Background: an optimization exercise with open tools, aiming at small area and a short achievable clock period. Do not read the settings as production practice.
Function was checked by simulation only, so behaviour that the tests miss may differ from the original.
Power figures rest on the tool's default switching activity, not on a simulated workload.

`config.mk`:
```
export PLATFORM = sky130hd
export DESIGN_NAME = memory_design
export DESIGN_NICKNAME = memory_design
export VERILOG_FILES = /design/flow/design.v
export SDC_FILE = /design/flow/constraint.sdc
export NUM_CORES = 4
export LEC_CHECK = 0
export CAP_MARGIN = 20
export CORE_MARGIN = 2
export CORE_UTILIZATION = 40
export SLEW_MARGIN = 20
```
`constraint.sdc`:
```
create_clock -name core_clock -period 3.0 [get_ports {clk}]
set_input_delay 0.6000 -clock core_clock [delete_from_list [all_inputs] [get_ports {clk}]]
set_output_delay 0.6000 -clock core_clock [all_outputs]
set_load 0.01 [all_outputs]
```
`design.v`:
```
module memory_design(output reg [7:0] data_output, input [7:0] data_input, input [5:0] address, input enable, read_write, clk);
    reg [7:0] memory[63:0];
    always @(posedge clk)
	begin
	    if (enable) 
		begin
		    if (read_write)
			memory[address] <= data_input;
		    else 
			data_output <= memory[address];
		end
	end
endmodule
```
`run.sh`:
```
#!/bin/bash
# synth_recipe.tcl (not shown) runs the flow's synth.tcl, then flattens the netlist and writes it again
# the make line also repeats each setting of config.mk as NAME=value (left out here)
make -C /OpenROAD-flow-scripts/flow DESIGN_CONFIG=/design/flow/config.mk WORK_HOME=/design/flow/orfs CLKGATE_MAP_FILE= SYNTH_SCRIPT=/design/flow/synth_recipe.tcl finish
```
==> results.ini, run 1 <==
[setup_path]
critPathLaunchType = input port
critical_path_class = in -> reg
cp.required_ps = 3350
endpoint_kind = flip-flop
reg2regPathDepth = 6
ff2ff_setup_slack_ps = 810
regToRegStartpoint = memory[31][0]
worstPathArrival_ps = 2760
path_max_fanout = 17
r2r_end = data_output[0]

[clocking]
htreeDepth = 2
clk_pin_slew_ps = 60
cts_buffer_depth = 3
root_buffer = clkbuf_16
cts_tree = yes
cts-buffers-inserted = 53
post_cts_buffers = 0
cts.sinks = 520
clock_latency_ps = 610
hold_buffers = 0
cts_resized = 0

[synth]
synth.area.top_cells = edfxtp_1, mux4_2, a22oi_1
synth-seq-cells = 520
synthArstFlopShare_pct = 0
synth_common_cells = edfxtp_1, nor2_1, a22oi_1, a221oi_1, mux2_2
yosysWarnings = 1
synth_top_area_cell = edfxtp_1
netlist-cell-type-count = 53
synth-main-ff-cell = edfxtp_1
netlist_instances = 1144
synth_top_cell_area_share_pct = 76.4
avgSynthCellArea_um2 = 17.9
synth_most_common_cell = edfxtp_1
syn_nets = 1161
synth_edf_count = 520
synth_area_um2 = 20400
ys_seq_area_share_pct = 76.4

[sta]
rsz0062_at_grt = no
holdWs_ps = 551
finalCriticalPeriod_ps = 2410
setup_viol = 0
final.setup.tns_ps = 0
hold_viol = 0
finalClockSkew_ps = 24.9
slew_headroom_pct = 28.4
slew_viol_final = 0
max_slew.worst_pin.slew_ps = 1070
fin_crit_sh_pct = 80.5
fmax_ghz = 0.414

[worst_hold_path]
min_path_type = in -> reg
hold_depth = 1
min_from = data_input[7]
min_to = memory[10][7]

[global_routing]
grt_pass1_wl_um = 81900
grtUsageMet3_pct = 4.39
grt_pass1_vias = 11863
grt_usage_pct = 21.3
gr-usage-met1_pct = 29.8
use_met2_pct = 33.3
grt_start_max_net_pins = 65
antenna_found_initial = 1
gr-total-overflow = 0
grt_busiest_layer = met2

[floorplan]
fp.dieW_um = 230
start_util_pct = 40.6
dieHeight_um = 230
num_rows = 82
ios = 25
core_um2 = 50300
dieArea_um2 = 52900

[finish]
final_cell_area_um2 = 24300
fin_cells = 2037
area_growth_syn_to_layout_pct = 19.2
drive_gt1_share_pct = 26.2
diodes = 0
layout.nets = 1339

[detailed_routing]
vias = 11963
vias_per_cell = 5.87
drt_iter0_drc = 1451
drc = 0
dr.pass1.iters = 7
ant_nets = 0
routedWlPerCell_um = 27.4
routed_wl_um = 55900

[power]
p_per_area_nw_per_um2 = 635
power_mw = 15.5
leakage_nw = 7.94
irDropWorstVdd_mv = 0.450

[status]
outcome = finished clean

[job]
drv_cap = 0

[place]
hpwl_um = 36900
place_congestion = 0.927
port_buffers = 24
dp_cells = 1939
place_area_um2 = 22600

-- cells by family after synthesis --
logic type,count (synthesis),share of synthesized area [%]
simple gates,179,4.18
compound gates,252,9.61
buf+inv,90,2.32
mux,103,7.45
flops,520,76.4
-- critical path: stages --
cell and delay, ps:
buf_4 310, buf_4 250, mux4_2 530, nand2_1 100
a21oi_1 110, a2111oi_1 570, buf_4 200, nand4b_1 80
-- layout make-up --
class                           instances  area [um^2]
Fill cell                            4234        25900
Clock buffer                           64         1410
Tap cell                              672          841
Timing Repair Buffer                  209         1830
Sequential cell                       520        15600
Inverter                                4         15.0
Clock inverter                         34          289
Multi-Input combinational cell        534         4350
-- metal layers --
layer,vias up,wire (um)
met5,-,16
met4,2,1810
met3,109,4580
met2,539,25900
met1,6224,23600
li1,5089,-
-- worst max-delay path by stage --
stage / from / to / cells after the start
detailed placement: address[1] / data_output[4] / 7
floorplan: address[2] / memory[11][0] / 7
CTS: address[1] / memory[47][5] / 6
finish: address[0] / data_output[0] / 8
global placement: address[0] / data_output[0] / 8
global route: address[0] / data_output[0] / 8
-- state kept, by name, indices dropped and copies added (netlist names) --
register / flops
data_output: 8
memory: 512
-- report_power, final --
part           leakage [nW]  internal (mW)  switching [mW]
clock                 0.829           3.76            2.72
combinational          2.44          0.345           0.590
sequential             4.68           8.03          0.0147
-- placed cells by master (no fill, tap or decap), drive strengths merged, types with 9 or more instances in the layout --
cell,synthesis,final
edfxtp,520,520
a221o,19,19
nor2,78,78
a221oi,56,56
clkinv,2,27
a211oi,11,11
buf,52,196
mux4,35,35
o22ai,16,16
a21oi,15,15
a22oi,67,67
mux2i,25,25
o21ai,17,17
clkbuf,34,64
clkdlybuf4s50,0,13
nand2,34,34
nor3,12,12
a22o,9,9
mux2,43,43
-- metrics by stage --
stage | util, % | setup slack (ps)
final | 48.4 | 586
after global routing | 48.4 | 508
after CTS | 48.4 | 643
after detailed placement | 45.0 | 9.52
after global placement | 45.0 | 10.2
after floorplan | - | 595
==> run 2: changes to the inputs <==
--- a/config.mk
+++ b/config.mk
@@ -9,3 +9,4 @@
 export CORE_MARGIN = 2
 export CORE_UTILIZATION = 40
+export SETUP_SLACK_MARGIN = 1.0
 export SLEW_MARGIN = 20
==> results.ini, run 2 <==
[detailed_routing]
vias_per_cell = 5.89  ; +0.22%
ant_nets = 0  ; unchanged
dr.pass1.iters = 7  ; unchanged
drc = 0  ; unchanged
routed_wl_um = 57500  ; +3.0%
drt_iter0_drc = 1474  ; +1.6%
routedWlPerCell_um = 28.4  ; +3.5%
vias = 11930  ; -0.28%

[setup_path]
ff2ff_setup_slack_ps = 1110  ; +300 ps
worstPathArrival_ps = 2350  ; -410 ps
path_max_fanout = 20  ; +3
endpoint_kind = flip-flop
regToRegStartpoint = memory[38][3]
cp.required_ps = 3340  ; about the same
reg2regPathDepth = 6  ; unchanged
critical_path_class = in -> reg
r2r_end = data_output[3]
critPathLaunchType = input port

[finish]
reg_top3 = memory x512, data_output x8
diodes = 0  ; unchanged
layout.nets = 1333  ; -0.45%
top_register = memory
final_cell_area_um2 = 25500  ; +4.9%
final_cell_mix = edfxtp_1, buf_4, a22oi_1, nor2_4, clkbuf_16
nFillCells = 4045  ; -4.5%
area_growth_syn_to_layout_pct = 25.0
drive_gt1_share_pct = 34.2  ; +8.1 points
mostFrequentLayoutCell = edfxtp_1
fin_cells = 2027  ; -0.49%
largest_register_ffs = 512  ; unchanged

[synth]
ys_seq_area_share_pct = 76.4  ; unchanged
synthArstFlopShare_pct = 0  ; unchanged
synth_top_cell_area_share_pct = 76.4  ; unchanged
avgSynthCellArea_um2 = 17.9  ; unchanged
synth_edf_count = 520  ; unchanged
netlist-cell-type-count = 53  ; unchanged
yosysWarnings = 1  ; unchanged
netlist_instances = 1144  ; unchanged
synth-seq-cells = 520  ; unchanged
synth_most_common_cell = edfxtp_1
synth.area.top_cells = edfxtp_1, mux4_2, a22oi_1
synth_area_um2 = 20400  ; unchanged
synth_common_cells = edfxtp_1, nor2_1, a22oi_1, a221oi_1, mux2_2
syn_nets = 1161  ; unchanged
synth-main-ff-cell = edfxtp_1
synth_top_area_cell = edfxtp_1

[floorplan]
dieHeight_um = 230  ; unchanged
ios = 25  ; unchanged
dieArea_um2 = 52900  ; unchanged
fp.dieW_um = 230  ; unchanged
num_rows = 82  ; unchanged
start_util_pct = 40.6  ; unchanged
core_um2 = 50300  ; unchanged

[place]
place_ws_ps = -101  ; -111 ps
dp_cells = 1878  ; -3.1%
place_area_um2 = 22700  ; +0.37%
port_buffers = 24  ; unchanged
hpwl_um = 35900  ; -2.6%
place_congestion = 0.917  ; -1.1%

[sta]
finalCriticalPeriod_ps = 2010  ; -407 ps
setup_viol = 0  ; unchanged
rsz0062_at_grt = yes
fin_crit_sh_pct = 66.9  ; -14 points
hold_viol = 0  ; unchanged
finalClockSkew_ps = 32.1  ; +7.16 ps
final.setup.tns_ps = 0  ; unchanged
slew_viol_final = 0  ; unchanged
final_critical_path_setup_slack_ps = 993  ; +407 ps
fmax_ghz = 0.498  ; +20%
slew_headroom_pct = 31.0  ; +2.6 points
max_slew.worst_pin.slew_ps = 1030  ; -35.2 ps

[global_routing]
antenna_found_initial = 2  ; +1
grt_start_max_net_pins = 65  ; unchanged
gr-total-overflow = 0  ; unchanged
grt_pass1_vias = 11703  ; -1.3%
grt_pass1_wl_um = 82000  ; about the same
grt_usage_pct = 21.3  ; +0.047 points

[clocking]
cts.sinks = 520  ; unchanged
root_buffer = clkbuf_16
hold_buffers = 0  ; unchanged
cts_tree = yes
cts_buffer_depth = 3  ; unchanged
clock_latency_ps = 600  ; about the same
cts-buffers-inserted = 51  ; -3.8%
htreeDepth = 2  ; unchanged
clk_pin_slew_ps = 60  ; about the same

[worst_hold_path]
min_from = data_input[7]
min_path_type = in -> reg
hold_depth = 1  ; unchanged
min_to = memory[50][7]

[power]
leakage_nw = 8.20  ; +3.2%
irDropWorstVdd_mv = 0.387  ; -14%
p_per_area_nw_per_um2 = 596  ; -6.1%
power_mw = 15.2  ; -1.5%

[job]
drv_cap = 0  ; unchanged

[status]
outcome = finished clean

## run 2: metrics by stage
step	utilization (%)	hold slack, ps
detailed placement	45.2	803
global route	50.8	417
floorplan	-	669
finish	50.8	436
global placement	45.2	798
CTS	49.3	413
## run 2: layout make-up
cell class	instances	area (um^2)	area share, %
clock inverter	29	206	0.808
inverter	4	18.8	0.0735
sequential	520	15600	61.1
tap	672	841	3.29
multi-input combinational	536	5210	20.4
timing repair buffer	203	2280	8.94
clock buffer	63	1360	5.34
## run 2: critical path, stage by stage
cell	delay, ps
buf_16	160
buf_12	200
nor2b_1	150
buf_4	210
a221oi_2	370
o22ai_4	160
a221oi_2	330
nand4_1	120
## run 2: layer usage
layer	GRT usage, %	part of all wire [%]	up-vias
li1	-	-	5095
met1	29.9	42	6165
met2	33.5	47	560
met3	4.55	7.9	108
met4	6.77	2.8	2
met5	0	0.026	-
## run 2: worst max-delay path by stage
stage	startpoint	to	depth (start not counted)	slack, ps
2_1_floorplan	address[2]	memory[44][0]	7	730
3_3_place_gp	address[1]	memory[23][2]	8	-100
3_5_place_dp	address[1]	memory[23][4]	8	-100
4_1_cts	address[3]	memory[23][4]	7	910
5_1_grt	address[1]	data_output[1]	8	940
6_report	address[1]	data_output[1]	8	990
## run 2: repair_timing
action / 4_1_cts / 5_1_grt
setup buffers: 20 / 31
pin swaps: 14 / 35
setup endpoints to repair: 528 / 316
cloned: 4 / 2
hold endpoints to repair: 0 / 0
gates resized for setup: 41 / 55
## run 2: kinds of logic after synthesis
logic type	count (synthesis)	synth area share, %
flip-flops	520	76.4
AO/OA/AOI/OAI	252	9.61
AND/OR/NAND/NOR	179	4.18
multiplexers	103	7.45
buffers and inverters	90	2.32
## run 2: power by group
part           switching [mW]  internal (mW)
Combinational           0.666          0.412
Clock                    2.64           3.46
Sequential             0.0138           8.03
Total                    3.32           11.9
==> run 3: changes to the inputs <==
--- a/config.mk
+++ b/config.mk
@@ -8,5 +8,6 @@
 export CAP_MARGIN = 20
 export CORE_MARGIN = 2
-export CORE_UTILIZATION = 40
+export CORE_UTILIZATION = 65
+export CTS_BUF_LIST = sky130_fd_sc_hd__clkbuf_4 sky130_fd_sc_hd__clkbuf_8
 export SETUP_SLACK_MARGIN = 1.0
 export SLEW_MARGIN = 20
==> results.ini, run 3 <==
[sta]
fin_crit_sh_pct = 68.2  ; +1.4 points
fmax_ghz = 0.488  ; -2.0%
slew_viol_final = 0  ; unchanged
hold_viol = 0  ; unchanged
holdWs_ps = 370  ; -65.5 ps
max_slew.worst_pin.slew_ps = 1010  ; -18.0 ps
slew_headroom_pct = 32.5  ; +1.4 points
rsz0062_at_grt = yes
setup_viol = 0  ; unchanged
finalCriticalPeriod_ps = 2050  ; +40.8 ps
finalClockSkew_ps = 22.9  ; -9.20 ps

[setup_path]
path_max_fanout = 2  ; -90%
cp.required_ps = 3320  ; -20 ps
endpoint_kind = flip-flop
critPathLaunchType = flip-flop
critical_path_class = reg -> reg
worstPathArrival_ps = 2360  ; about the same

[global_routing]
grt_usage_pct = 34.3  ; +13 points
grt_start_max_net_pins = 65  ; unchanged
grt_pass1_wl_um = 79900  ; -2.5%
gr-total-overflow = 0  ; unchanged
grt_pass1_vias = 11924  ; +1.9%
antenna_found_initial = 2  ; unchanged

[detailed_routing]
routed_wl_um = 55300  ; -3.9%
vias_per_cell = 6.97  ; +18%
met3_length_um = 6180  ; +35%
routedWlPerCell_um = 31.5  ; +11%
dr.pass1.iters = 6  ; -1
wl_met2_um = 25800  ; -4.7%
dr.max_layer_used = met4
drc = 0  ; unchanged
drt_iter0_drc = 1697  ; +15%
ant_nets = 0  ; unchanged
vias = 12239  ; +2.6%
met1_length_um = 21000  ; -14%

[finish]
mostFrequentLayoutCell = edfxtp_1
final_cell_mix = edfxtp_1, buf_4, clkbuf_8, a22oi_1, nor2_4
drive_gt1_share_pct = 32.9  ; -1.3 points
layout.nets = 1317  ; -1.2%
area_growth_syn_to_layout_pct = 19.3
final_cell_area_um2 = 24400  ; -4.6%
largest_register_ffs = 512  ; unchanged
top_register = memory
reg_top3 = memory x512, data_output x8

[power]
p_sw_mw = 3.29  ; -0.90%
p_int_mw = 11.2  ; -5.6%
p_clk_share_pct = 37.5  ; -2.6 points
combPwrFrac_pct = 7.1  ; about the same
power_mw = 14.5  ; -4.5%
p_seq_share_pct = 55.4  ; +2.6 points
switching_share_pct = 22.6  ; +0.83 points
irDropWorstVdd_mv = 0.489  ; +27%
p_per_area_nw_per_um2 = 596  ; about the same
leakage_nw = 7.85  ; -4.3%

[floorplan]
num_rows = 64  ; -22%
dieHeight_um = 181  ; -21%
dieArea_um2 = 32900  ; -38%
core_um2 = 30700  ; -39%
start_util_pct = 66.4  ; +26 points
ios = 25  ; unchanged
fp.dieW_um = 181  ; -21%

[synth]
avgSynthCellArea_um2 = 17.9  ; unchanged
synthArstFlopShare_pct = 0  ; unchanged
synth_top_cell_area_share_pct = 76.4  ; unchanged
netlist_instances = 1144  ; unchanged
synth_area_um2 = 20400  ; unchanged
ys_seq_area_share_pct = 76.4  ; unchanged
syn_nets = 1161  ; unchanged
synth-main-ff-cell = edfxtp_1
netlist-cell-type-count = 53  ; unchanged
yosysWarnings = 1  ; unchanged
synth_common_cells = edfxtp_1, nor2_1, a22oi_1, a221oi_1, mux2_2
synth_top_area_cell = edfxtp_1
synth_most_common_cell = edfxtp_1
synth-seq-cells = 520  ; unchanged
synth_edf_count = 520  ; unchanged
synth.area.top_cells = edfxtp_1, mux4_2, a22oi_1

[clocking]
clk_pin_slew_ps = 60  ; about the same
htreeDepth = 3  ; +1
cts_buffer_depth = 3  ; unchanged
cts.sinks = 520  ; unchanged
clock_latency_ps = 610  ; about the same
cts_tree = yes
root_buffer = clkbuf_8
cts-buffers-inserted = 80  ; +57%

[worst_hold_path]
min_path_type = in -> reg

[status]
outcome = finished clean

[place]
hpwl_um = 35000  ; -2.4%
place_congestion = 0.890  ; -2.9%
place_area_um2 = 22400  ; -1.3%
port_buffers = 24  ; unchanged

[job]
drv_cap = 0  ; unchanged

run 3: cell counts after synthesis:
Identical to the previous run, type by type.
run 3: final timing paths:
path | start | end | slack (ps) | depth (start not counted)
hold / removal | data_input[5] | memory[57][5] | 370 | 1
hold reg to reg | memory[9][1] | data_output[1] | 810 | 4
setup / recovery | memory[25][4] | data_output[4] | 950 | 4
setup reg to reg | memory[25][4] | data_output[4] | 950 | 4
run 3: area by class of cell:
type	instances	area (um^2)
clock inverters	40	205
flip-flops and latches	520	15600
inverters	4	23.8
multi-input cells	536	5080
diodes	2	5.00
well taps	396	495
fillers	1688	6380
repair buffers	158	1690
clock buffers	100	1250
run 3: stage by stage:
| step | worst slack (ps) | std cells | util [%] | TNS (ps) |
|---|---|---|---|---|
| 2_1_floorplan | 727 | 1144 | - | 0 |
| 3_3_place_gp | -219 | 1604 | 73.0 | -219 |
| 3_5_place_dp | -254 | 1604 | 73.0 | -254 |
| 4_1_cts | 928 | 1749 | 78.4 | 0 |
| 5_1_grt | 927 | 1754 | 79.2 | 0 |
| 6_report | 953 | 1756 | 79.2 | 0 |
run 3: cell families after synthesis:
family                 Yosys count  synth area share, %
AND/OR/NAND/NOR                179                 4.18
flip-flops                     520                 76.4
AO/OA/AOI/OAI                  252                 9.61
buffers and inverters           90                 2.32
multiplexers                   103                 7.45
run 3: metal layers:
| metal | track usage, % | vias up |
|---|---|---|
| li1 | - | 5076 |
| met1 | 48.2 | 6147 |
| met2 | 52.7 | 854 |
| met3 | 8.39 | 162 |
| met4 | 13.5 | 0 |
| met5 | 0 | - |
run 3: power groups by stage:
stage          logic [mW]  registers [mW]  clock network (mW)
6_report             1.03            8.05                5.45
5_1_grt              1.07            8.04                5.80
4_1_cts             0.981            8.05                5.50
3_5_place_dp        0.945            8.20                   0
3_3_place_gp        0.934            8.20                   0
2_1_floorplan       0.502            8.20                   0
run 3: critical path, stage by stage, from the launching register on:
cell,delay (ps)
edfxtp_1,390
mux2_2,270
a221o_2,440
a2111oi_4,500
nand4b_1,170
run 3: what timing repair did:
| action | CTS | global route |
|---|---|---|
| pin swaps | 6 | 12 |
| gates cloned | 3 | 3 |
| setup endpoints to repair | 442 | 116 |
| setup buffers | 2 | 2 |
| resized for setup | 54 | 28 |
| hold buffers | 0 | 0 |
==> run 4: changes to the inputs <==
==> design.v (replaced) <==
module g_oai22(input a1, input a2, input b1, input b2, output y);
    assign y = ~((a1 | a2) & (b1 | b2));
endmodule
module g_nor4(input a, input b, input c, input d, output y);
    assign y = ~(a | b | c | d);
endmodule
module g_nor2(input a, input b, output y);
    assign y = ~(a | b);
endmodule
module g_oa211(input a1, input a2, input b, input c, output y);
    assign y = (a1 | a2) & b & c;
endmodule
module rd_grp(input [7:0] d, input [7:0] sel_n, output y);
    wire [3:0] z;
    g_oai22 o0(.a1(d[0]), .a2(sel_n[0]), .b1(d[1]), .b2(sel_n[1]), .y(z[0]));
    g_oai22 o1(.a1(d[2]), .a2(sel_n[2]), .b1(d[3]), .b2(sel_n[3]), .y(z[1]));
    g_oai22 o2(.a1(d[4]), .a2(sel_n[4]), .b1(d[5]), .b2(sel_n[5]), .y(z[2]));
    g_oai22 o3(.a1(d[6]), .a2(sel_n[6]), .b1(d[7]), .b2(sel_n[7]), .y(z[3]));
    g_nor4 n(.a(z[0]), .b(z[1]), .c(z[2]), .d(z[3]), .y(y));
endmodule
module rd_col(input [7:0] g, input [7:0] sel_n, input rd, input q, output y);
    wire [3:0] z;
    wire [1:0] p;
    g_oai22 o0(.a1(g[0]), .a2(sel_n[0]), .b1(g[1]), .b2(sel_n[1]), .y(z[0]));
    g_oai22 o1(.a1(g[2]), .a2(sel_n[2]), .b1(g[3]), .b2(sel_n[3]), .y(z[1]));
    g_oai22 o2(.a1(g[4]), .a2(sel_n[4]), .b1(g[5]), .b2(sel_n[5]), .y(z[2]));
    g_oai22 o3(.a1(g[6]), .a2(sel_n[6]), .b1(g[7]), .b2(sel_n[7]), .y(z[3]));
    g_nor2 n0(.a(z[0]), .b(z[1]), .y(p[0]));
    g_nor2 n1(.a(z[2]), .b(z[3]), .y(p[1]));
    g_oa211 f(.a1(q), .a2(rd), .b(p[0]), .c(p[1]), .y(y));
endmodule
module dec_lo(input [2:0] a, output [7:0] lo_n);
    assign lo_n = ~(8'b1 << a);
endmodule
module dec_hi(input [2:0] a, input enable, input read_write,
              output [7:0] hi_n, output [7:0] hw_n, output rd);
    wire wr = enable & read_write;
    assign rd = enable & ~read_write;
    wire [7:0] hi = 8'b1 << a;
    assign hi_n = ~(hi & {8{rd}});
    assign hw_n = ~(hi & {8{wr}});
endmodule
module memory_design(output reg [7:0] data_output, input [7:0] data_input, input [5:0] address, input enable, read_write, clk);
    wire [7:0] lo_n [0:3];
    wire [7:0] hi_n, hw_n;
    wire       rd;
    dec_hi dh(.a(address[5:3]), .enable(enable), .read_write(read_write),
              .hi_n(hi_n), .hw_n(hw_n), .rd(rd));
    wire [7:0] word [0:63];
    wire [7:0] grp  [0:7];
    wire [7:0] nxt;
    genvar i, j, b;
    generate
        for (j = 0; j < 4; j = j + 1) begin : dl
            dec_lo m(.a(address[2:0]), .lo_n(lo_n[j]));
        end
        for (i = 0; i < 64; i = i + 1) begin : w
            reg [7:0] q;
            always @(posedge clk)
                if (~(hw_n[i/8] | lo_n[i/16][i%8]))
                    q <= data_input;
            assign word[i] = q;
        end
        for (j = 0; j < 8; j = j + 1) begin : g
            for (b = 0; b < 8; b = b + 1) begin : c
                rd_grp m(.d({word[8*j+7][b], word[8*j+6][b], word[8*j+5][b], word[8*j+4][b],
                             word[8*j+3][b], word[8*j+2][b], word[8*j+1][b], word[8*j][b]}),
                         .sel_n(lo_n[j/2]), .y(grp[j][b]));
            end
        end
        for (b = 0; b < 8; b = b + 1) begin : r
            rd_col m(.g({grp[7][b], grp[6][b], grp[5][b], grp[4][b],
                         grp[3][b], grp[2][b], grp[1][b], grp[0][b]}),
                     .sel_n(hi_n), .rd(rd), .q(data_output[b]), .y(nxt[b]));
        end
    endgenerate
    always @(posedge clk)
        data_output <= nxt;
endmodule
--- a/config.mk
+++ b/config.mk
@@ -8,6 +8,6 @@
 export CAP_MARGIN = 20
 export CORE_MARGIN = 2
-export CORE_UTILIZATION = 65
-export CTS_BUF_LIST = sky130_fd_sc_hd__clkbuf_4 sky130_fd_sc_hd__clkbuf_8
-export SETUP_SLACK_MARGIN = 1.0
+export CORE_UTILIZATION = 60
+export SETUP_SLACK_MARGIN = 1.2
 export SLEW_MARGIN = 20
+export SYNTH_HIERARCHICAL = 1
==> results.ini, run 4 <==
[worst_hold_path]
min_path_type = reg -> reg
hold_depth = 1  ; unchanged

[setup_path]
critPathLaunchType = input port
reg2regPathDepth = 6  ; +2
path_max_fanout = 8  ; +6
critical_path_class = in -> reg
worstPathArrival_ps = 2400  ; +40 ps
endpoint_kind = flip-flop
cp.required_ps = 3440  ; +120 ps

[synth]
syn_nets = 1041  ; -10%
synth_area_um2 = 19100  ; -6.6%
synth_top_cell_area_share_pct = 80.6  ; +4.2 points
avgSynthCellArea_um2 = 18.6  ; +4.3%
synth-seq-cells = 520  ; unchanged
synth_top_area_cell = edfxtp_1
netlist_instances = 1024  ; -10%
ys_seq_area_share_pct = 81.5  ; +5.0 points
synth_common_cells = edfxtp_1, o22ai_1, nor4_2, nor2_1, nor2_2
yosysWarnings = 7  ; +6
netlist-cell-type-count = 17  ; -68%
synth_most_common_cell = edfxtp_1
synth_edf_count = 512  ; -1.5%
synthArstFlopShare_pct = 0  ; unchanged
synth-main-ff-cell = edfxtp_1
synth.area.top_cells = edfxtp_1, o22ai_1, nor4_2

[global_routing]
gr-total-overflow = 0  ; unchanged
grt_pass1_vias = 11148  ; -6.5%
antenna_found_initial = 0  ; -2
grt_pass1_wl_um = 72200  ; -9.6%
grt_usage_pct = 29.9  ; -4.4 points
grt_start_max_net_pins = 43  ; -34%

[finish]
nFillCells = 1743  ; +3.3%
top_register = w.q
layout.nets = 1274  ; -3.3%
mostFrequentLayoutCell = edfxtp_1
reg_top3 = w.q x512, data_output x8
largest_register_ffs = 512  ; unchanged
fin_cells = 1697  ; -3.4%
final_cell_mix = edfxtp_1, o22ai_1, buf_4, o22ai_2, nor4_2
area_growth_syn_to_layout_pct = 26.8
post-route-util_pct = 77.0  ; -2.2 points
diodes = 0  ; -2
drive_gt1_share_pct = 38.7  ; +5.8 points
final_cell_area_um2 = 24200  ; -0.79%

[place]
port_buffers = 24  ; unchanged
place_congestion = 0.820  ; -7.9%
hpwl_um = 28200  ; -20%
place_ws_ps = -23.8  ; +230 ps
dp_cells = 1519  ; -5.3%
place_area_um2 = 20700  ; -7.9%

[floorplan]
ios = 25  ; unchanged
dieHeight_um = 182  ; +0.56%
num_rows = 65  ; +1.6%
dieArea_um2 = 33200  ; +1.1%
fp.dieW_um = 182  ; +0.56%
start_util_pct = 60.8  ; -5.7 points
core_um2 = 31400  ; +2.1%

[power]
irDropWorstVdd_mv = 0.682  ; +39%
power_mw = 14.9  ; +2.5%
p_per_area_nw_per_um2 = 616  ; +3.3%
leakage_nw = 7.55  ; -3.8%

[status]
outcome = finished clean

[detailed_routing]
routed_wl_um = 50600  ; -8.4%
routedWlPerCell_um = 29.8  ; -5.2%
vias_per_cell = 6.81  ; -2.2%
drc = 0  ; unchanged
drt_iter0_drc = 1385  ; -18%
ant_nets = 0  ; unchanged
vias = 11564  ; -5.5%
dr.pass1.iters = 5  ; -1

[clocking]
clock_latency_ps = 560  ; -50 ps
htreeDepth = 2  ; -1
clk_pin_slew_ps = 70  ; about the same
cts-buffers-inserted = 49  ; -39%
cts.sinks = 520  ; unchanged
root_buffer = clkbuf_16
hold_buffers = 0  ; unchanged
cts_buffer_depth = 3  ; unchanged
cts_tree = yes

[job]
drv_cap = 0  ; unchanged

[sta]
slew_viol_final = 0  ; unchanged
slew_headroom_pct = 36.6  ; +4.1 points
max_slew.worst_pin.slew_ps = 951  ; -60.9 ps
final_critical_path_setup_slack_ps = 1040  ; +90.4 ps
final.setup.tns_ps = 0  ; unchanged
finalClockSkew_ps = 17.6  ; -5.26 ps
setup_viol = 0  ; unchanged
holdWs_ps = 505  ; +135 ps
finalCriticalPeriod_ps = 1960  ; -90.4 ps
fmax_ghz = 0.511  ; +4.6%
hold_viol = 0  ; unchanged
rsz0062_at_grt = yes
fin_crit_sh_pct = 65.2  ; -3.0 points

[run 4: cell types whose count changed after synthesis, sizes merged, moves of 15 or more]
cell / change
mux4: -35
mux2i: -25
a221oi: -56
nand2: -22
a22oi: -67
o21ai: -17
buf: -44
a21oi: -15
nor4: +63
o22ai: +272
clkbuf: -34
mux2: -43
a221o: -19
[run 4: logic make-up (layout without fill, tap and decap cells)]
kind of cell | after synthesis | in the layout | synth area share [%]
compound gates | 296 | 296 | 9.87
buf+inv | 8 | 267 | 0.472
simple gates | 200 | 212 | 8.21
flops | 520 | 520 | 81.5
[run 4: path summary, 6_finish.rpt]
path | to | slack, ps | from
max | data_output[2] | 1040 | read_write
min reg2reg | data_output[6] | 510 | data_output[6]
max reg2reg | data_output[2] | 1570 | w[57].q[2]
min | data_output[6] | 510 | data_output[6]
[run 4: layout make-up]
cell class / instances / area, um^2 / share of cell area [%]
timing repair buffer: 178 / 1880 / 7.76
multi-input combinational: 508 / 4760 / 19.7
tap: 402 / 503 / 2.08
clock inverter: 28 / 221 / 0.916
clock buffer: 61 / 1270 / 5.26
sequential: 520 / 15500 / 64.3
[run 4: what timing repair did]
item | 4_1_cts | 5_1_grt
gates cloned | 13 | 10
setup endpoints to repair | 490 | 217
setup buffers | 44 | 22
gates resized for setup | 181 | 75
pin swaps | 39 | 34
[run 4: metal layers]
layer	routed length (um)	up-vias	GRT usage (%)
li1	-	4943	-
met1	21100	5915	46.1
met2	23400	619	45.2
met3	4880	87	4.49
met4	1230	0	8.52
met5	0	-	0
[run 4: power breakdown]
| part | switching (mW) | internal, mW | total, mW |
|---|---|---|---|
| Sequential | 0.0385 | 8.03 | 8.07 |
| Combinational | 0.600 | 0.409 | 1.01 |
| Clock | 2.48 | 3.33 | 5.81 |
[run 4: critical path, stage by stage]
cell and delay [ps]:
clkdlybuf4s50_1 500, buf_4 220, and2b_2 350, nand2_4 170, o22ai_1 310, nor2_1 110
o211a_1 140
[run 4: Yosys stat by module, one instance, submodules excluded, excerpt]
module,copies in the design,cells inside,flip-flops and latches,cell area (um^2)
memory_design,1,592,520,16000
g_nor4,64,1,0,12.5
dec_hi,1,24,0,131
g_oai22,288,1,0,6.26
g_nor2,16,1,0,3.75
g_oa211,8,1,0,10.0
dec_lo,4,8,0,60.1
==> run 5: changes to the inputs <==
--- a/config.mk
+++ b/config.mk
@@ -9,4 +9,6 @@
 export CORE_MARGIN = 2
 export CORE_UTILIZATION = 60
+export CTS_CLUSTER_DIAMETER = 100
+export CTS_CLUSTER_SIZE = 30
 export SETUP_SLACK_MARGIN = 1.2
 export SLEW_MARGIN = 20
==> results.ini, run 5 <==
[setup_path]
critical_path_class = in -> reg
endpoint_kind = flip-flop
critPathLaunchType = input port
path_max_fanout = 8  ; unchanged
worstPathArrival_ps = 2350  ; -50 ps
cp.required_ps = 3460  ; +20 ps

[place]
dp_cells = 1519  ; unchanged
place_congestion = 0.820  ; unchanged
hpwl_um = 28200  ; unchanged
place_area_um2 = 20700  ; unchanged
port_buffers = 24  ; unchanged

[finish]
nFillCells = 1867  ; +7.1%
final_cell_area_um2 = 23500  ; -2.7%
reg_top3 = w.q x512, data_output x8
largest_register_ffs = 512  ; unchanged
area_growth_syn_to_layout_pct = 23.3
fin_cells = 1659  ; -2.2%
top_register = w.q
diodes = 0  ; unchanged
drive_gt1_share_pct = 38.8  ; +0.14 points
final_cell_mix = edfxtp_1, o22ai_1, buf_4, o22ai_2, nor4_2
post-route-util_pct = 74.9  ; -2.1 points
mostFrequentLayoutCell = edfxtp_1
layout.nets = 1260  ; -1.1%

[synth]
synth-main-ff-cell = edfxtp_1
synth_top_cell_area_share_pct = 80.6  ; unchanged
synth-seq-cells = 520  ; unchanged
synth.area.top_cells = edfxtp_1, o22ai_1, nor4_2
synth_common_cells = edfxtp_1, o22ai_1, nor4_2, nor2_1, nor2_2
synth_top_area_cell = edfxtp_1
synthXorXnorAreaFrac_pct = 0  ; unchanged
synth_top_family_by_area = compound AO/OA/AOI/OAI gates
synth_most_common_cell = edfxtp_1
ys_seq_area_share_pct = 81.5  ; unchanged
synth_mux_area_share_pct = 0  ; unchanged
synthSimpleGateAreaFrac_pct = 8.21  ; unchanged
netlist_instances = 1024  ; unchanged
synthAdderAreaFrac_pct = 0  ; unchanged
netlist-cell-type-count = 17  ; unchanged
avgSynthCellArea_um2 = 18.6  ; unchanged
synth_edf_count = 512  ; unchanged
syn_nets = 1041  ; unchanged
synth_area_um2 = 19100  ; unchanged
synthArstFlopShare_pct = 0  ; unchanged
synth_compound_area_share_pct = 9.87  ; unchanged
yosysWarnings = 7  ; unchanged

[power]
irDropWorstVdd_mv = 0.505  ; -26%
leakage_nw = 7.22  ; -4.3%
p_per_area_nw_per_um2 = 535  ; -13%
power_mw = 12.6  ; -15%

[worst_hold_path]
min_path_type = reg -> reg

[clocking]
clk_pin_slew_ps = 120  ; +50 ps
clock_latency_ps = 560  ; about the same
cts.sinks = 520  ; unchanged
root_buffer = clkbuf_16
htreeDepth = 1  ; -1
cts-buffers-inserted = 21  ; -57%
cts_buffer_depth = 3  ; unchanged
hold_buffers = 0  ; unchanged
cts_tree = yes

[floorplan]
core_um2 = 31400  ; unchanged
dieHeight_um = 182  ; unchanged
ios = 25  ; unchanged
fp.dieW_um = 182  ; unchanged
start_util_pct = 60.8  ; unchanged
dieArea_um2 = 33200  ; unchanged
num_rows = 65  ; unchanged

[job]
drv_cap = 0  ; unchanged

[detailed_routing]
vias = 11254  ; -2.7%
dr.pass1.iters = 7  ; +2
vias_per_cell = 6.78  ; -0.45%
drt_iter0_drc = 1273  ; -8.1%
ant_nets = 0  ; unchanged
routed_wl_um = 49300  ; -2.5%
routedWlPerCell_um = 29.7  ; -0.30%
drc = 0  ; unchanged

[global_routing]
antenna_found_initial = 0  ; unchanged
grt_pass1_wl_um = 72300  ; about the same
grt_usage_pct = 29.9  ; about the same
grt_start_max_net_pins = 43  ; unchanged
grt_pass1_vias = 10918  ; -2.1%
gr-total-overflow = 0  ; unchanged

[sta]
setup_viol = 0  ; unchanged
rsz0062_at_grt = yes
slew_headroom_pct = 36.8  ; +0.17 points
finalCriticalPeriod_ps = 1890  ; -67.0 ps
max_slew.worst_pin.slew_ps = 949  ; -2.51 ps
hold_viol = 0  ; unchanged
slew_viol_final = 0  ; unchanged
fin_crit_sh_pct = 63.0  ; -2.2 points
finalClockSkew_ps = 28.3  ; +10.7 ps
fmax_ghz = 0.529  ; +3.5%

[status]
outcome = finished clean

-- run 5: changes by cell type in the layout (fill, tap and decap cells not counted), sizes merged --
cell         before  now
buf             159  180
bufinv            4    1
clkbuf           69   39
clkinv           23    0
clkinvlp          1    0
dlygate4sd2       4    3
inv               0    1
or3b             22   20
-- run 5: where the power goes --
group / internal, mW / switching [mW] / total (mW)
sequential: 8.02 / 0.0354 / 8.06
clock: 1.44 / 2.06 / 3.51
combinational: 0.423 / 0.600 / 1.02
-- run 5: kinds of logic (layout without fill, tap and decap cells) --
family,after synthesis,in the layout
DFF,520,520
AOI/OAI and AO/OA,296,296
and+or+nand+nor,200,210
buffers and inverters,8,231
-- run 5: critical path, stage by stage --
cell,delay [ps]
clkdlybuf4s50_1,510
buf_4,220
and2b_4,370
nand2_4,180
o22ai_2,230
nor2_1,100
o211a_1,130
-- run 5: cell type report --
cell class	instances	area (um^2)	area share [%]
flip-flops and latches	520	15500	66.1
repair buffers	194	2020	8.59
clock inverters	2	46.3	0.197
clock buffers	35	578	2.46
well taps	402	503	2.14
multi-input cells	506	4820	20.5
-- run 5: stage by stage --
step	worst slack [ps]	hold WS [ps]	setup TNS [ps]
after floorplan	1180	519	0
after global placement	-31.2	504	-58.1
after detailed placement	-23.8	504	-52.3
after CTS	1170	520	0
after global routing	1100	529	0
final	1110	520	0
-- run 5: metal layers --
metal	wire length [um]	global-route usage, %
met5	0	0
met4	1000	6.19
met3	4270	4.35
met2	22800	45.0
met1	21300	47.3
-- run 5: Yosys stat by module (local to each module, per instance), excerpt --
module / cells / cell area [um^2] / flops+latches
dec_hi: 24 / 131 / 0
dec_lo: 8 / 60.1 / 0
g_nor4: 1 / 12.5 / 0
g_oa211: 1 / 10.0 / 0
g_oai22: 1 / 6.26 / 0
g_nor2: 1 / 3.75 / 0
-- run 5: worst paths after layout --
path / from / endpoint / slack, ps / cells past startpoint
setup / recovery: read_write / data_output[4] / 1110 / 7
hold / removal: data_output[6] / data_output[6] / 520 / 1
setup reg to reg: w[60].q[5] / data_output[5] / 1570 / 5
hold reg to reg: data_output[6] / data_output[6] / 520 / 1
-- run 5: repair_timing --
| action | CTS | global route |
|---|---|---|
| buffers inserted | 72 | 12 |
| pin swaps | 62 | 23 |
| gates cloned | 16 | 3 |
| endpoints found under the setup margin | 472 | 184 |
| gates resized for setup | 224 | 61 |
==> run 6: changes to the inputs <==
==> flow/run.sh (new file) <==
#!/bin/bash
# The standard layout, with the port buffers made as buf_4 cells instead of
# the resizer's default pick (a slow delay buffer). Tool output goes to std.log.
bash standard.sh 'BUFFER_PORTS_ARGS=-buffer_cell sky130_fd_sc_hd__buf_4' finish > std.log 2>&1
==> standard.sh (new file) <==
#!/bin/bash
# synth_recipe.tcl (not shown) runs the flow's synth.tcl, then flattens the netlist and writes it again
# the make line also repeats each setting of config.mk as NAME=value (left out here)
make -C /OpenROAD-flow-scripts/flow DESIGN_CONFIG=/design/flow/config.mk WORK_HOME=/design/flow/orfs CLKGATE_MAP_FILE= SYNTH_SCRIPT=/design/flow/synth_recipe.tcl "${@:-finish}"
--- a/config.mk
+++ b/config.mk
@@ -9,6 +9,4 @@
 export CORE_MARGIN = 2
 export CORE_UTILIZATION = 60
-export CTS_CLUSTER_DIAMETER = 100
-export CTS_CLUSTER_SIZE = 30
 export SETUP_SLACK_MARGIN = 1.2
 export SLEW_MARGIN = 20
removed: run.sh
==> results.ini, run 6 <==
[status]
outcome = finished clean

[setup_path]
critPathLaunchType = input port
ff2ff_setup_slack_ps = 1500  ; -70 ps
endpoint_kind = flip-flop
path_max_fanout = 8  ; unchanged
worstPathArrival_ps = 2040  ; -310 ps
cp.required_ps = 3190  ; -270 ps
critical_path_class = in -> reg

[sta]
hold_viol = 0  ; unchanged
holdWs_ps = 525  ; +4.57 ps
final.setup.tns_ps = 0  ; unchanged
max_slew.worst_pin.slew_ps = 832  ; -117 ps
fin_crit_sh_pct = 61.6  ; -1.4 points
slew_headroom_pct = 44.5  ; +7.8 points
finalClockSkew_ps = 14.3  ; -14.0 ps
finalCriticalPeriod_ps = 1850  ; -42.7 ps
fmax_ghz = 0.541  ; +2.3%
rsz0062_at_grt = yes
final_critical_path_setup_slack_ps = 1150  ; +42.7 ps
setup_viol = 0  ; unchanged
slew_viol_final = 0  ; unchanged

[synth]
synth_common_cells = edfxtp_1, o22ai_1, nor4_2, nor2_1, nor2_2
ys_seq_area_share_pct = 81.5  ; unchanged
synth.area.top_cells = edfxtp_1, o22ai_1, nor4_2
synth_area_um2 = 19100  ; unchanged
syn_nets = 1041  ; unchanged
yosysWarnings = 7  ; unchanged
netlist-cell-type-count = 17  ; unchanged
netlist_instances = 1024  ; unchanged
synth_top_area_cell = edfxtp_1
synthArstFlopShare_pct = 0  ; unchanged
synth_most_common_cell = edfxtp_1
avgSynthCellArea_um2 = 18.6  ; unchanged
synth-main-ff-cell = edfxtp_1
synth-seq-cells = 520  ; unchanged
synth_edf_count = 512  ; unchanged
synth_top_cell_area_share_pct = 80.6  ; unchanged

[global_routing]
grt_pass1_wl_um = 67000  ; -7.4%
gr-total-overflow = 0  ; unchanged
grt_usage_pct = 27.6  ; -2.3 points
grt_start_max_net_pins = 65  ; +51%
grt_pass1_vias = 10303  ; -5.6%
antenna_found_initial = 2  ; +2

[detailed_routing]
drt_iter0_drc = 1251  ; -1.7%
vias_per_cell = 6.68  ; -1.5%
routedWlPerCell_um = 28.6  ; -3.9%
routed_wl_um = 45900  ; -7.1%
ant_nets = 0  ; unchanged
vias = 10729  ; -4.7%
drc = 0  ; unchanged
dr.pass1.iters = 5  ; -2

[finish]
final_cell_mix = edfxtp_1, o22ai_1, buf_4, nor4_2
top_register = w.q
drive_gt1_share_pct = 30.0  ; -8.9 points
reg_top3 = w.q x512, data_output x8
layout.nets = 1179  ; -6.4%
fin_cells = 1605  ; -3.3%
final_cell_area_um2 = 22500  ; -4.4%
largest_register_ffs = 512  ; unchanged
post-route-util_pct = 71.6  ; -3.3 points
area_growth_syn_to_layout_pct = 17.8
mostFrequentLayoutCell = edfxtp_1

[clocking]
cts_tree = yes
cts_buffer_depth = 3  ; unchanged
cts-buffers-inserted = 50  ; +140%
clock_latency_ps = 560  ; about the same
clk_pin_slew_ps = 60  ; -60 ps
cts.sinks = 520  ; unchanged
htreeDepth = 2  ; +1
root_buffer = clkbuf_16

[floorplan]
core_um2 = 31400  ; unchanged
start_util_pct = 60.8  ; unchanged
dieArea_um2 = 33200  ; unchanged
num_rows = 65  ; unchanged
fp.dieW_um = 182  ; unchanged
dieHeight_um = 182  ; unchanged
ios = 25  ; unchanged

[worst_hold_path]
min_path_type = reg -> reg

[place]
port_buffers = 24  ; unchanged
place_area_um2 = 20000  ; -3.3%
hpwl_um = 25800  ; -8.5%
dp_cells = 1462  ; -3.8%
place_ws_ps = 252  ; +276 ps
place_congestion = 0.782  ; -4.6%

[power]
leakage_nw = 6.82  ; -5.6%
irDropWorstVdd_mv = 0.518  ; +2.6%
power_mw = 15.0  ; +19%
p_per_area_nw_per_um2 = 669  ; +25%

[job]
drv_cap = 0  ; unchanged

## run 6: kinds of logic (layout without fill, tap and decap cells)
group / after synthesis / count (layout) / share of synthesized area (%)
simple gates: 200 / 209 / 8.21
buf+inv: 8 / 177 / 0.472
other cells: 0 / 1 / 0
flops: 520 / 520 / 81.5
compound gates: 296 / 296 / 9.87
## run 6: what timing repair did
item	CTS	global route
buffers inserted	30	10
gates resized for setup	50	34
setup endpoints to repair	49	172
pin swaps	9	13
hold buffers	0	0
gates cloned	5	5
## run 6: worst max-delay path: stages
cell and delay, ps:
buf_4 140, and2b_2 250, nand2_1 450, nor2_2 580
## run 6: per-layer routing
| layer | routed length, um | global-route usage, % | vias to the layer above | share of wire [%] |
|---|---|---|---|---|
| met5 | 13 | 0 | - | 0.028 |
| met4 | 1040 | 6.87 | 2 | 2.3 |
| met3 | 4200 | 5.25 | 69 | 9.2 |
| met2 | 20300 | 40.0 | 497 | 44 |
| met1 | 20300 | 43.8 | 5433 | 44 |
| li1 | - | - | 4728 | - |
## run 6: final timing paths
check | cells after the start | from | to
worst min-delay path | 1 | data_output[5] | data_output[5]
worst max-delay path | 4 | address[5] | w[29].q[6]
worst min register to register | 1 | data_output[5] | data_output[5]
worst max register to register | 5 | w[40].q[2] | data_output[2]
## run 6: area by class of cell
type	count	area (um^2)
tap	402	503
timing repair buffer	85	759
antenna	1	2.50
multi-input combinational	505	4040
fill	1970	8930
clock inverter	27	248
sequential	520	15500
clock buffer	65	1370
## run 6: modules after synthesis, one instance, submodules excluded, a selection
module,cells,times used
g_nor4,1,64
g_oai22,1,288
g_oa211,1,8
g_nor2,1,16
dec_lo,8,4
dec_hi,24,1
memory_design,592,1
## run 6: where the power goes
group          total [mW]  internal, mW  switching [mW]
combinational       0.785         0.285           0.500
sequential           8.07          8.03          0.0414
clock                6.17          3.64            2.54
==> run 7: changes to the inputs <==
--- a/config.mk
+++ b/config.mk
@@ -9,5 +9,7 @@
 export CORE_MARGIN = 2
 export CORE_UTILIZATION = 60
-export SETUP_SLACK_MARGIN = 1.2
+export CTS_CLUSTER_DIAMETER = 80
+export CTS_CLUSTER_SIZE = 24
+export SETUP_SLACK_MARGIN = 1.4
 export SLEW_MARGIN = 20
 export SYNTH_HIERARCHICAL = 1
==> results.ini, run 7 <==
[status]
outcome = finished clean

[floorplan]
fp.dieW_um = 182  ; unchanged
ios = 25  ; unchanged
num_rows = 65  ; unchanged
dieHeight_um = 182  ; unchanged
start_util_pct = 60.8  ; unchanged
core_um2 = 31400  ; unchanged
dieArea_um2 = 33200  ; unchanged

[setup_path]
crit_end = data_output[5]
ff2ff_setup_slack_ps = 1520  ; +20 ps
reg2regPathDepth = 5  ; unchanged
critical_path_class = in -> reg
critPathTopFamily = compound AO/OA/AOI/OAI gates
regToRegStartpoint = w[50].q[3]
critPathBufInv = 1  ; unchanged
slowest_delay_ps = 450  ; -130 ps
cp.required_ps = 3470  ; +280 ps
critPathLaunchType = input port
endpoint_kind = flip-flop
path_depth = 7  ; +3
r2r_end = data_output[3]
cp_common_cell = o22ai_1
crit_chain = clkbuf_16 > or3b_4 > o22ai_1 > nor4_4 > o22ai_1 > nor2_1 > o211a_1
crit_path_start = address[0]
worstPathArrival_ps = 2210  ; +170 ps
cpMaxStageDelayCell = or3b_4
path_max_fanout = 7  ; -1

[worst_hold_path]
min_path_type = reg -> reg

[clocking]
cts_buffer_depth = 3  ; unchanged
htreeDepth = 1  ; -1
clock_latency_ps = 570  ; about the same
clk_pin_slew_ps = 100  ; +40 ps
cts.sinks = 520  ; unchanged
root_buffer = clkbuf_16
cts_tree = yes
cts-buffers-inserted = 25  ; -50%

[place]
place_congestion = 0.802  ; +2.6%
hpwl_um = 25700  ; -0.44%
port_buffers = 24  ; unchanged

[synth]
avgSynthCellArea_um2 = 18.6  ; unchanged
synth_most_common_cell = edfxtp_1
synth_common_cells = edfxtp_1, o22ai_1, nor4_2, nor2_1, nor2_2
synth_area_um2 = 19100  ; unchanged
synth-seq-cells = 520  ; unchanged
netlist_instances = 1024  ; unchanged
synth_top_cell_area_share_pct = 80.6  ; unchanged
synth_edf_count = 512  ; unchanged
syn_nets = 1041  ; unchanged
synthArstFlopShare_pct = 0  ; unchanged
synth-main-ff-cell = edfxtp_1
synth.area.top_cells = edfxtp_1, o22ai_1, nor4_2
yosysWarnings = 7  ; unchanged
synth_top_area_cell = edfxtp_1
ys_seq_area_share_pct = 81.5  ; unchanged
netlist-cell-type-count = 17  ; unchanged

[power]
p_sw_mw = 2.79  ; -9.3%
p_int_mw = 10.1  ; -16%
p_seq_share_pct = 62.6  ; +8.9 points
combPwrFrac_pct = 8.4  ; +3.2 points
p_per_area_nw_per_um2 = 539  ; -19%
leakage_nw = 7.15  ; +4.9%
p_clk_share_pct = 28.9  ; -12 points
irDropWorstVdd_mv = 0.467  ; -10%
switching_share_pct = 21.7  ; +1.2 points

[global_routing]
antenna_found_initial = 1  ; -1
grt_start_max_net_pins = 65  ; unchanged
grt_pass1_vias = 10874  ; +5.5%
grt_pass1_wl_um = 72000  ; +7.5%
grt_usage_pct = 29.9  ; +2.3 points
gr-total-overflow = 0  ; unchanged

[sta]
max_slew.worst_pin.slew_ps = 853  ; +20.5 ps
setup_viol = 0  ; unchanged
fmax_ghz = 0.574  ; +5.9%
slew_headroom_pct = 43.2  ; -1.4 points
final.setup.tns_ps = 0  ; unchanged
slew_viol_final = 0  ; unchanged
finalClockSkew_ps = 18.3  ; +4.00 ps
fin_crit_sh_pct = 58.1  ; -3.5 points
hold_viol = 0  ; unchanged
rsz0062_at_grt = yes
finalCriticalPeriod_ps = 1740  ; -104 ps

[detailed_routing]
drc = 0  ; unchanged
ant_nets = 0  ; unchanged
vias = 11368  ; +6.0%
routed_wl_um = 50800  ; +11%
vias_per_cell = 6.90  ; +3.3%
routedWlPerCell_um = 30.9  ; +8.1%
dr.pass1.iters = 5  ; unchanged
drt_iter0_drc = 1264  ; +1.0%

[finish]
nFillCells = 1785  ; -9.4%
area_growth_syn_to_layout_pct = 25.4
mostFrequentLayoutCell = edfxtp_1
top_register = w.q
diodes = 0  ; -1
reg_top3 = w.q x512, data_output x8
post-route-util_pct = 76.2  ; +4.6 points
layout.nets = 1243  ; +5.4%
final_cell_mix = edfxtp_1, o22ai_1, o22ai_2, buf_4
largest_register_ffs = 512  ; unchanged
drive_gt1_share_pct = 41.4  ; +11 points

[job]
drv_cap = 0  ; unchanged

-- run 7: cell counts after synthesis --
Identical to the previous run, type by type.
-- run 7: metrics by stage --
step | power (mW) | hold WS [ps] | area (um^2) | setup slack (ps) | std cells
floorplan | 8.55 | 519 | 19400 | 1180 | 1024
detailed placement | 8.92 | 524 | 20200 | 336 | 1465
CTS | 12.8 | 529 | 23000 | 1290 | 1618
global route | 13.2 | 534 | 23900 | 1230 | 1647
finish | 12.9 | 523 | 23900 | 1260 | 1647
global placement | 8.90 | 533 | 20200 | 370 | 1465
-- run 7: worst register-to-register path, cell delays in order (launching register included) --
cell,delay (ps)
edfxtp_1,360
o22ai_2,100
nor4_2,400
o22ai_1,180
nor2_1,200
o211a_1,180
-- run 7: final cells by class --
type	instances	area (um^2)	share of cell area (%)
Clock inverter	2	17.5	0.0732
Sequential cell	520	15600	65.0
Clock buffer	44	697	2.91
Tap cell	402	503	2.10
Multi-Input combinational cell	513	5280	22.1
Timing Repair Buffer	166	1870	7.80
-- run 7: layer usage --
layer  global-route usage [%]  up-vias  share of wire [%]
li1                         -     4873                  -
met3                     4.81       71                9.2
met2                     46.7      562                 47
met1                     45.0     5860                 41
met5                        0        -              0.022
met4                     7.52        2                2.3
-- run 7: repair_timing --
action	in CTS	in global routing
endpoints found under the setup margin	96	91
buffers inserted	78	21
gates resized for setup	209	91
hold buffers	0	0
pin swaps	64	55
cloned	29	8
-- run 7: power groups by stage --
stage | logic, mW | registers, mW | clock network (mW)
after global placement | 0.681 | 8.22 | 0
after detailed placement | 0.695 | 8.22 | 0
after floorplan | 0.339 | 8.21 | 0
after CTS | 0.959 | 8.07 | 3.76
final | 1.09 | 8.07 | 3.73
after global routing | 1.13 | 8.08 | 3.99
-- run 7: how the worst min path moves through the flow --
| stage | start | end | cells after the start |
|---|---|---|---|
| detailed placement | data_output[7] | data_output[7] | 1 |
| finish | data_output[2] | data_output[2] | 1 |
| global placement | data_output[2] | data_output[2] | 1 |
| global route | data_output[2] | data_output[2] | 1 |
| CTS | data_output[7] | data_output[7] | 1 |
| floorplan | data_output[0] | data_output[0] | 1 |
-- run 7: logic make-up (layout without fill, tap and decap cells) --
logic type	count (synthesis)	count (layout)	synth area share, %
compound gates	296	296	9.87
buf+inv	8	212	0.472
flops	520	520	81.5
simple gates	200	217	8.21
-- run 7: Yosys stat by module (local to each module, per instance), a selection --
module | copies in the design | area (um^2) | cells inside
dec_hi | 1 | 131 | 24
g_nor2 | 16 | 3.75 | 1
g_oa211 | 8 | 10.0 | 1
memory_design | 1 | 16000 | 592
dec_lo | 4 | 60.1 | 8
g_oai22 | 288 | 6.26 | 1
g_nor4 | 64 | 12.5 | 1
==> run 8: changes to the inputs <==
--- a/config.mk
+++ b/config.mk
@@ -9,6 +9,6 @@
 export CORE_MARGIN = 2
 export CORE_UTILIZATION = 60
-export CTS_CLUSTER_DIAMETER = 80
-export CTS_CLUSTER_SIZE = 24
+export CTS_CLUSTER_DIAMETER = 100
+export CTS_CLUSTER_SIZE = 30
 export SETUP_SLACK_MARGIN = 1.4
 export SLEW_MARGIN = 20
==> results.ini, run 8 <==
[sta]
slew_headroom_pct = 42.9  ; -0.26 points
final.setup.tns_ps = 0  ; unchanged
slew_viol_final = 0  ; unchanged
finalClockSkew_ps = 28.1  ; +9.86 ps
final_critical_path_setup_slack_ps = 1330  ; +71.9 ps
hold_viol = 0  ; unchanged
fin_crit_sh_pct = 55.7  ; -2.4 points
max_slew.worst_pin.slew_ps = 856  ; +3.91 ps
fmax_ghz = 0.598  ; +4.3%
holdWs_ps = 523  ; -0.130 ps
finalCriticalPeriod_ps = 1670  ; -71.9 ps
rsz0062_at_grt = yes
setup_viol = 0  ; unchanged

[setup_path]
cp_common_cell = o22ai_2
worstPathArrival_ps = 2180  ; -30 ps
r2r_end = data_output[0]
ff2ff_setup_slack_ps = 1530  ; about the same
cpMaxStageDelayCell = nor4_2
cp.required_ps = 3510  ; +40 ps
critical_path_class = in -> reg
regToRegStartpoint = w[0].q[0]
crit_chain = buf_16 > or3b_4 > o22ai_2 > nor4_2 > o22ai_2 > nor2_2 > o211a_1
slowest_delay_ps = 410  ; -40 ps
critPathLaunchType = input port
endpoint_kind = flip-flop
path_max_fanout = 14  ; +7
reg2regPathDepth = 5  ; unchanged

[floorplan]
dieHeight_um = 182  ; unchanged
ios = 25  ; unchanged
start_util_pct = 60.8  ; unchanged
fp.dieW_um = 182  ; unchanged
core_um2 = 31400  ; unchanged
dieArea_um2 = 33200  ; unchanged
num_rows = 65  ; unchanged

[worst_hold_path]
min_to = data_output[3]
hold_depth = 1  ; unchanged
min_path_type = reg -> reg
min_from = data_output[3]

[place]
place_congestion = 0.802  ; unchanged
hpwl_um = 25700  ; unchanged
port_buffers = 24  ; unchanged
place_ws_ps = 336  ; unchanged

[detailed_routing]
ant_nets = 0  ; unchanged
drc = 0  ; unchanged
routed_wl_um = 50500  ; -0.70%
drt_iter0_drc = 1123  ; -11%
dr.pass1.iters = 7  ; +2
vias_per_cell = 6.82  ; -1.2%
routedWlPerCell_um = 30.3  ; -1.7%
vias = 11345  ; -0.20%

[synth]
syn_nets = 1041  ; unchanged
netlist_instances = 1024  ; unchanged
synth-main-ff-cell = edfxtp_1
synth_top_area_cell = edfxtp_1
synth.area.top_cells = edfxtp_1, o22ai_1, nor4_2
avgSynthCellArea_um2 = 18.6  ; unchanged
synth_common_cells = edfxtp_1, o22ai_1, nor4_2, nor2_1, nor2_2
synth_top_cell_area_share_pct = 80.6  ; unchanged
yosysWarnings = 7  ; unchanged
synth-seq-cells = 520  ; unchanged
synthArstFlopShare_pct = 0  ; unchanged
netlist-cell-type-count = 17  ; unchanged
synth_most_common_cell = edfxtp_1
synth_edf_count = 512  ; unchanged
synth_area_um2 = 19100  ; unchanged
ys_seq_area_share_pct = 81.5  ; unchanged

[clocking]
clock_latency_ps = 550  ; -20 ps
clk_pin_slew_ps = 110  ; about the same
cts-buffers-inserted = 21  ; -16%
root_buffer = clkbuf_16
cts_buffer_depth = 3  ; unchanged
cts_tree = yes
hold_buffers = 0  ; unchanged
htreeDepth = 1  ; unchanged
cts.sinks = 520  ; unchanged

[global_routing]
grt_pass1_vias = 10974  ; +0.92%
grt_start_max_net_pins = 65  ; unchanged
antenna_found_initial = 0  ; -1
grt_pass1_wl_um = 71800  ; -0.20%
gr-total-overflow = 0  ; unchanged
grt_usage_pct = 29.9  ; about the same

[status]
outcome = finished clean

[finish]
layout.nets = 1265  ; +1.8%
drive_gt1_share_pct = 42.7  ; +1.3 points
reg_top3 = w.q x512, data_output x8
diodes = 0  ; unchanged
area_growth_syn_to_layout_pct = 26.2
top_register = w.q
largest_register_ffs = 512  ; unchanged
mostFrequentLayoutCell = edfxtp_1
final_cell_mix = edfxtp_1, o22ai_1, buf_4, o22ai_2, nor2_4

[power]
irDropWorstVdd_mv = 0.528  ; +13%
p_per_area_nw_per_um2 = 525  ; -2.6%
leakage_nw = 7.21  ; +0.77%

[job]
drv_cap = 0  ; unchanged

==> run 8: logic make-up after synthesis <==
| logic type | after synthesis | synth area share (%) |
|---|---|---|
| buffers and inverters | 8 | 0.472 |
| AO/OA/AOI/OAI | 296 | 9.87 |
| flip-flops | 520 | 81.5 |
| AND/OR/NAND/NOR | 200 | 8.21 |
==> run 8: power by group <==
group	switching, mW	total [mW]	internal, mW
combinational	0.620	1.10	0.484
clock	2.08	3.45	1.36
sequential	0.0475	8.07	8.03
total	2.75	12.6	9.87
==> run 8: worst max path at each step <==
stage / startpoint / end
6_report: address[1] / data_output[3]
5_1_grt: address[1] / data_output[0]
4_1_cts: address[3] / w[29].q[1]
3_5_place_dp: address[2] / data_output[3]
3_3_place_gp: address[2] / data_output[3]
2_1_floorplan: address[0] / data_output[0]
==> run 8: final cells by class <==
class / count / area (um^2)
well taps: 402 / 503
multi-input cells: 512 / 5390
flip-flops and latches: 520 / 15600
clock inverters: 1 / 20.0
repair buffers: 193 / 2010
clock buffers: 36 / 582
fillers: 1783 / 7330
==> run 8: routing by layer <==
layer / track usage [%] / up-vias / wire (um)
li1: - / 4893 / -
met1: 44.5 / 5894 / 21400
met2: 47.6 / 493 / 24000
met3: 4.67 / 65 / 3970
met4: 7.26 / 0 / 1100
met5: 0 / - / 0
==> run 8: worst max-delay path, delay by kind of cell <==
kind / cells / cell delay, ps
buf+inv: 1 / 130
simple gates: 3 / 970
compound gates: 3 / 450
==> run 8: through the flow <==
stage	power, mW	instance area (um^2)	cells	util, %
after floorplan	8.55	19400	1024	-
final	12.6	24100	1664	76.6
after global routing	12.9	24100	1664	76.6
after global placement	8.90	20200	1465	64.3
after detailed placement	8.92	20200	1465	64.3
after CTS	12.6	23300	1639	74.4
==> run 8: Yosys stat by module, one instance, submodules excluded, excerpt <==
module         cells  flip-flops and latches
memory_design    592                     520
g_nor2             1                       0
g_nor4             1                       0
g_oai22            1                       0
dec_lo             8                       0
dec_hi            24                       0
g_oa211            1                       0
==> run 8: repair_timing <==
action,4_1_cts,5_1_grt
endpoints found under the setup margin,96,113
buffers inserted,108,23
pin swaps,71,46
gates resized for setup,230,85
gates cloned,29,2
==> run 9: changes to the inputs <==
--- a/config.mk
+++ b/config.mk
@@ -11,5 +11,5 @@
 export CTS_CLUSTER_DIAMETER = 100
 export CTS_CLUSTER_SIZE = 30
-export SETUP_SLACK_MARGIN = 1.4
+export SETUP_SLACK_MARGIN = 1.6
 export SLEW_MARGIN = 20
 export SYNTH_HIERARCHICAL = 1
==> results.ini, run 9 <==
[status]
outcome = finished clean

[detailed_routing]
vias = 11698  ; +3.1%
routed_wl_um = 51700  ; +2.5%
routedWlPerCell_um = 31.1  ; +2.5%
dr.pass1.iters = 5  ; -2
ant_nets = 0  ; unchanged
drt_iter0_drc = 1479  ; +32%
vias_per_cell = 7.03  ; +3.1%
drc = 0  ; unchanged

[setup_path]
cpMaxStageDelayCell = nor4_2
critPathBufInv = 4  ; +3
regToRegStartpoint = w[44].q[1]
ff2ff_setup_slack_ps = 1490  ; -40 ps
slowest_delay_ps = 330  ; -80 ps
cp_common_cell = buf_6
crit_chain = buf_16 > nand3b_1 > buf_6 > buf_6 > buf_8 > o22ai_1 > nor4_2 > o22ai_2 > nor2_1 > o211a_1
r2r_end = data_output[1]
critical_path_class = in -> reg
endpoint_kind = flip-flop
worstPathArrival_ps = 2320  ; +140 ps
critPathLaunchType = input port
cp.required_ps = 3520  ; about the same
critPathTopFamily = simple AND/OR/NAND/NOR gates
crit_end = data_output[1]
reg2regPathDepth = 5  ; unchanged
crit_path_start = address[1]
path_max_fanout = 7  ; -7
path_depth = 10  ; +3

[place]
place_congestion = 0.788  ; -1.8%
place_ws_ps = 294  ; -42.3 ps
port_buffers = 24  ; unchanged
hpwl_um = 25400  ; -1.2%

[power]
combPwrFrac_pct = 8.8  ; about the same
p_int_mw = 9.89  ; +0.13%
p_clk_share_pct = 27.5  ; +0.2 points
power_mw = 12.7  ; +0.47%
switching_share_pct = 22.1  ; +0.26 points
p_sw_mw = 2.80  ; +1.7%
leakage_nw = 7.31  ; +1.4%
irDropWorstVdd_mv = 0.539  ; +2.0%
p_per_area_nw_per_um2 = 527  ; +0.49%
p_seq_share_pct = 63.7  ; -0.2 points

[finish]
nFillCells = 1738  ; -2.5%
layout.nets = 1264  ; -0.079%
largest_register_ffs = 512  ; unchanged
mostFrequentLayoutCell = edfxtp_1
reg_top3 = w.q x512, data_output x8
drive_gt1_share_pct = 40.2  ; -2.5 points
top_register = w.q
post-route-util_pct = 76.6  ; about the same
final_cell_mix = edfxtp_1, o22ai_1, o22ai_2, buf_4, nor2_4
diodes = 0  ; unchanged
area_growth_syn_to_layout_pct = 26.1  ; about the same

[synth]
synth_area_um2 = 19100  ; unchanged
ys_seq_area_share_pct = 81.5  ; unchanged
synth_edf_count = 512  ; unchanged
netlist-cell-type-count = 17  ; unchanged
syn_nets = 1041  ; unchanged
synth_top_cell_area_share_pct = 80.6  ; unchanged
yosysWarnings = 7  ; unchanged
synth_top_area_cell = edfxtp_1
synthArstFlopShare_pct = 0  ; unchanged
synth.area.top_cells = edfxtp_1, o22ai_1, nor4_2
netlist_instances = 1024  ; unchanged
synth-seq-cells = 520  ; unchanged
avgSynthCellArea_um2 = 18.6  ; unchanged
synth_most_common_cell = edfxtp_1
synth-main-ff-cell = edfxtp_1
synth_common_cells = edfxtp_1, o22ai_1, nor4_2, nor2_1, nor2_2

[global_routing]
grt_pass1_vias = 10792  ; -1.7%
gr-total-overflow = 0  ; unchanged
grt_usage_pct = 29.6  ; -0.29 points
antenna_found_initial = 0  ; unchanged
grt_pass1_wl_um = 71500  ; -0.42%
grt_start_max_net_pins = 65  ; unchanged

[floorplan]
dieArea_um2 = 33200  ; unchanged
ios = 25  ; unchanged
fp.dieW_um = 182  ; unchanged
core_um2 = 31400  ; unchanged
dieHeight_um = 182  ; unchanged
num_rows = 65  ; unchanged
start_util_pct = 60.8  ; unchanged

[sta]
setup_viol = 0  ; unchanged
fin_crit_sh_pct = 60.2  ; +4.4 points
finalClockSkew_ps = 30.8  ; +2.64 ps
rsz0062_at_grt = yes
holdWs_ps = 552  ; +28.9 ps
finalCriticalPeriod_ps = 1800  ; +133 ps
fmax_ghz = 0.554  ; -7.4%
slew_headroom_pct = 45.5  ; +2.6 points
hold_viol = 0  ; unchanged
max_slew.worst_pin.slew_ps = 817  ; -39.5 ps
final_critical_path_setup_slack_ps = 1200  ; -133 ps
final.setup.tns_ps = 0  ; unchanged
slew_viol_final = 0  ; unchanged

[job]
drv_cap = 0  ; unchanged

[clocking]
cts_tree = yes
cts_buffer_depth = 3  ; unchanged
cts.sinks = 520  ; unchanged
clock_latency_ps = 570  ; +20 ps
cts-buffers-inserted = 21  ; unchanged
root_buffer = clkbuf_16
htreeDepth = 1  ; unchanged
clk_pin_slew_ps = 120  ; about the same
hold_buffers = 0  ; unchanged

[worst_hold_path]
min_path_type = reg -> reg

==> run 9: changes by cell type in the layout (fill, tap and decap cells not counted), sizes merged <==
cell / previous run / this run
or3: 6 / 11
or3b: 26 / 29
buf: 190 / 178
clkbuf: 38 / 42
inv: 1 / 2
bufbuf: 1 / 0
==> run 9: layout make-up <==
type                       instances  area, um^2  area share [%]
clock inverter                     2        28.8           0.120
timing repair buffer             184        2240            9.33
multi-input combinational        520        5130            21.3
tap                              402         503            2.09
clock buffer                      36         582            2.42
sequential                       520       15600            64.7
==> run 9: worst register-to-register path: stages (launching register included) <==
cell	delay, ps
edfxtp_1	360
o22ai_2	90
nor4_2	470
o22ai_2	150
nor2_2	210
o211a_1	190
==> run 9: kinds of logic after synthesis <==
group | synth area share (%)
flops | 81.5
compound gates | 9.87
simple gates | 8.21
buf+inv | 0.472
==> run 9: worst min-delay path by stage <==
| stage | start | to | cells after the start |
|---|---|---|---|
| after global routing | data_output[4] | data_output[4] | 1 |
| after global placement | data_output[4] | data_output[4] | 1 |
| final | data_output[5] | data_output[5] | 1 |
| after CTS | data_output[4] | data_output[4] | 1 |
| after floorplan | data_output[0] | data_output[0] | 1 |
| after detailed placement | data_output[4] | data_output[4] | 1 |
==> run 9: metal layers <==
metal  global-route usage, %  wire, um  vias to the layer above
li1                        -         -                     4928
met1                    46.4     21300                     5921
met2                    45.2     23700                      744
met3                    4.21      5170                      105
met4                    6.52      1530                        0
met5                       0         0                        -
==> run 9: metrics by stage <==
step | instances | area [um^2]
after floorplan | 1024 | 19400
after global placement | 1461 | 20200
after detailed placement | 1461 | 20200
after CTS | 1603 | 22900
after global routing | 1664 | 24100
final | 1664 | 24100
==> run 9: power by group through the flow <==
stage               Sequential (mW)  Clock (mW)  Combinational (mW)
global route                   8.08        3.72                1.16
floorplan                      8.21           0               0.340
finish                         8.08        3.49                1.12
detailed placement             8.22           0               0.694
CTS                            8.08        3.50               0.946
global placement               8.23           0               0.685
==> run 9: per-module statistics from Yosys, one instance, submodules excluded, a selection <==
module | copies in the design | area [um^2]
g_oai22 | 288 | 6.26
g_nor2 | 16 | 3.75
dec_hi | 1 | 131
dec_lo | 4 | 60.1
memory_design | 1 | 16000
g_oa211 | 8 | 10.0
==> run 9: timing repair <==
item | CTS | global route
pin swaps | 62 | 88
setup buffers | 78 | 46
setup endpoints to repair | 519 | 316
cloned | 26 | 15
resized for setup | 216 | 108

Re-timed with assumed drivers on the ports (clkbuf_16 on the clock, buf_2 on other inputs), run 9 has 0.841 ns of setup slack against 1.195 ns with ideal ports, and 0.232 ns once port delays also move by the mid clock arrival of 0.609 ns.
